Context: an optimization exercise on an open-source flow, tuned for small area. The choices shown serve that exercise and are no tape-out recipe.
Function was checked by simulation only, so behaviour that the tests miss may differ from the original.
Power and IR drop assume default switching activity.

// bmd_display_engine
module bmd_display_engine (
    input  wire        clk,
    input  wire        aresetn,
    input  wire        init_done,
    input  wire [31:0] fb_start_address,
    output wire [31:0] m_axi_araddr,
    output wire [7:0]  m_axi_arlen,
    output wire        m_axi_arvalid,
    input  wire        m_axi_arready,
    input  wire [63:0] m_axi_rdata,
    input  wire        m_axi_rlast,
    input  wire        m_axi_rvalid,
    output wire        m_axi_rready,
    output wire [7:0]  red,
    output wire [7:0]  green,
    output wire [7:0]  blue,
    output wire        hsyncx,
    output wire        vsyncx,
    output wire        display_enable
);
Size: ~170 I/O pins, about 18000 µm² of cells after synthesis.
==> flow/config.mk <==
export PLATFORM = sky130hd
export DESIGN_NAME = bmd_display_engine
export DESIGN_NICKNAME = bmd_display_engine
export VERILOG_FILES = /design/flow/design.v
export SDC_FILE = /design/flow/constraint.sdc
export NUM_CORES = 4
export LEC_CHECK = 0
export CAP_MARGIN = 20
export CORE_MARGIN = 2
export CORE_UTILIZATION = 65
export SLEW_MARGIN = 20
export SYNTH_MEMORY_MAX_BITS = 16384
==> flow/constraint.sdc <==
create_clock -name core_clock -period 10.0 [get_ports {clk}]
set_input_delay 2.0000 -clock core_clock [delete_from_list [all_inputs] [get_ports {clk}]]
set_output_delay 2.0000 -clock core_clock [all_outputs]
set_load 0.01 [all_outputs]
standard.sh (not shown) runs the stock make flow with config.mk's settings and CLKGATE_MAP_FILE= SYNTH_SCRIPT=/design/flow/synth_recipe.tcl, a recipe that flattens the netlist after the stock synthesis.
==> flow/flow/run.sh <==
#!/bin/bash
# Layout: the standard flow (standard.sh) with these changes:
#  - after the standard synthesis, its combinational cells are re-mapped for
#    area by Yosys/ABC (flow/reopt.ys); every flip-flop keeps its name and cell
#  - ports are buffered with buf_1 instead of the default buffer cell
#  - clock tree: no dummy loads, clkbuf_8 with larger sink clusters
# Each tool's output goes to a log file in this folder (ORFS's own logs are
# under orfs/logs).
set -euo pipefail
export BUFFER_PORTS_ARGS="-buffer_cell sky130_fd_sc_hd__buf_1"
export CTS_ARGS="-sink_clustering_enable -repair_clock_nets -dont_use_dummy_load -buf_list sky130_fd_sc_hd__clkbuf_8 -sink_clustering_size 22 -sink_clustering_max_diameter 60"
R=orfs/results/$FLOW_PLATFORM/bmd_display_engine/base
LIB=$FLOW_HOME/platforms/$FLOW_PLATFORM/lib/sky130_fd_sc_hd__tt_025C_1v80.lib
bash standard.sh synth > make_synth.log 2>&1
cp $R/1_2_yosys.v std_synth.v
sed -e "s#@LIB@#$LIB#g" -e "s#@IN@#std_synth.v#" -e "s#@OUT@#reopt.v#" \
    -e "s#@TOP@#$FLOW_TOP#" -e "s#@STAT@#reopt_stat.txt#" flow/reopt.ys > reopt.ys
yosys -s reopt.ys > yosys_reopt.log 2>&1
# the flip-flops must be the standard synthesis's, by name and cell
grep -E '^ *sky130_fd_sc_hd__[a-z]*df[a-z0-9_]* ' std_synth.v | sort > ff_std.txt
grep -E '^ *sky130_fd_sc_hd__[a-z]*df[a-z0-9_]* ' reopt.v | sort > ff_reopt.txt
cmp ff_std.txt ff_reopt.txt
cp reopt.v $R/1_2_yosys.v
bash standard.sh finish > make_finish.log 2>&1
==> flow/flow/reopt.ys <==
# Re-map the combinational cells of the standard synthesis for area.
# Registers (all flip-flop cells) are kept as they are, with their names.
read_liberty -ignore_miss_func @LIB@
read_verilog @IN@
hierarchy -top @TOP@
setattr -mod -set keep_hierarchy 1 sky130_fd_sc_hd__*df* sky130_fd_sc_hd__*dl*
flatten
# names of the flattened cells' pins would alias the ports
rename -hide w:*.*
opt_clean
abc -liberty @LIB@ -dont_use sky130_fd_sc_hd__lpflow_* -dont_use sky130_fd_sc_hd__probe* -script +strash;dc2;dch,-f;amap;topo
splitnets
opt_clean -purge
hilomap -singleton -hicell sky130_fd_sc_hd__conb_1 HI -locell sky130_fd_sc_hd__conb_1 LO
insbuf -buf sky130_fd_sc_hd__buf_4 A X
tee -o @STAT@ stat -liberty @LIB@
delete sky130_fd_sc_hd__*
write_verilog -noattr -nohex -nodec @OUT@
The baseline ran to the end with no violations.
==> next run, changes <==
--- a/flow/flow/run.sh
+++ b/flow/flow/run.sh
@@ -9,5 +9,5 @@
 set -euo pipefail
 export BUFFER_PORTS_ARGS="-buffer_cell sky130_fd_sc_hd__buf_1"
-export CTS_ARGS="-sink_clustering_enable -repair_clock_nets -dont_use_dummy_load -buf_list sky130_fd_sc_hd__clkbuf_8 -sink_clustering_size 22 -sink_clustering_max_diameter 60"
+export CTS_ARGS="-sink_clustering_enable -repair_clock_nets -dont_use_dummy_load -buf_list {sky130_fd_sc_hd__clkbuf_4 sky130_fd_sc_hd__clkbuf_8} -sink_clustering_size 14 -sink_clustering_max_diameter 45"
 R=orfs/results/$FLOW_PLATFORM/bmd_display_engine/base
 LIB=$FLOW_HOME/platforms/$FLOW_PLATFORM/lib/sky130_fd_sc_hd__tt_025C_1v80.lib
After rerunning: The changed run completed with no timing, DRC or antenna violations. Sequential cell count stays the same. Via count grows by a few percent. Global-route usage rises by 0.53 points. Count of clock-buffer cells in the layout climbs by 26. Clock skew decreases by 16 ps. Power grows by a few percent. Cell area rises slightly. Non-clock buffer count is unchanged. Routed wire length grows by a few percent.
==> next run, changes <==
--- a/flow/flow/run.sh
+++ b/flow/flow/run.sh
@@ -9,5 +9,5 @@
 set -euo pipefail
 export BUFFER_PORTS_ARGS="-buffer_cell sky130_fd_sc_hd__buf_1"
-export CTS_ARGS="-sink_clustering_enable -repair_clock_nets -dont_use_dummy_load -buf_list {sky130_fd_sc_hd__clkbuf_4 sky130_fd_sc_hd__clkbuf_8} -sink_clustering_size 14 -sink_clustering_max_diameter 45"
+export CTS_ARGS="-sink_clustering_enable -repair_clock_nets -dont_use_dummy_load -buf_list sky130_fd_sc_hd__clkbuf_4 -sink_clustering_size 12 -sink_clustering_max_diameter 35"
 R=orfs/results/$FLOW_PLATFORM/bmd_display_engine/base
 LIB=$FLOW_HOME/platforms/$FLOW_PLATFORM/lib/sky130_fd_sc_hd__tt_025C_1v80.lib
- The new run finished with timing, DRC and antenna clean
- synthesized cell count does not change
- register-to-register slack gains 20 ps
- worst setup slack degrades by 50 ps
- die area does not change
- design area came out lower by 1.5%
- global-route usage is about the same
- maximum frequency shrinks by 0.91%
- clock skew went up by 24 ps

==> afterwards: timing with drivers on the ports <==
In the flow no input, the clock included, has a driving cell. The finished layouts below were timed again as built, in two steps.
Step 1 (the two cells are an assumption about what drives the block):
set clk [get_ports {clk}]
set_driving_cell -lib_cell sky130_fd_sc_hd__clkbuf_16 $clk
set_driving_cell -lib_cell sky130_fd_sc_hd__buf_2 [delete_from_list [all_inputs] $clk]
Step 2 adds t to the input delays and takes it off the output delays; t is the mean of the earliest and latest rising clock arrival at the registers after step 1. Input paths then give back, and output paths get back, about the clock's delay inside the block.
Three values: no drivers, after step 1, after step 2; two values: the first two.
run	t, ns	slack for setup (ns)	hold WS [ns]
the first run	0.601	4.560 / 4.537 / 4.537	0.297 / 0.297 / 0.297
the second run	0.592	4.560 / 4.537 / 4.537	0.278 / 0.278 / 0.278
the third run	0.707	4.510 / 4.470 / 4.537	0.264 / 0.264 / 0.264
After both steps setup and hold are still met in every run listed.
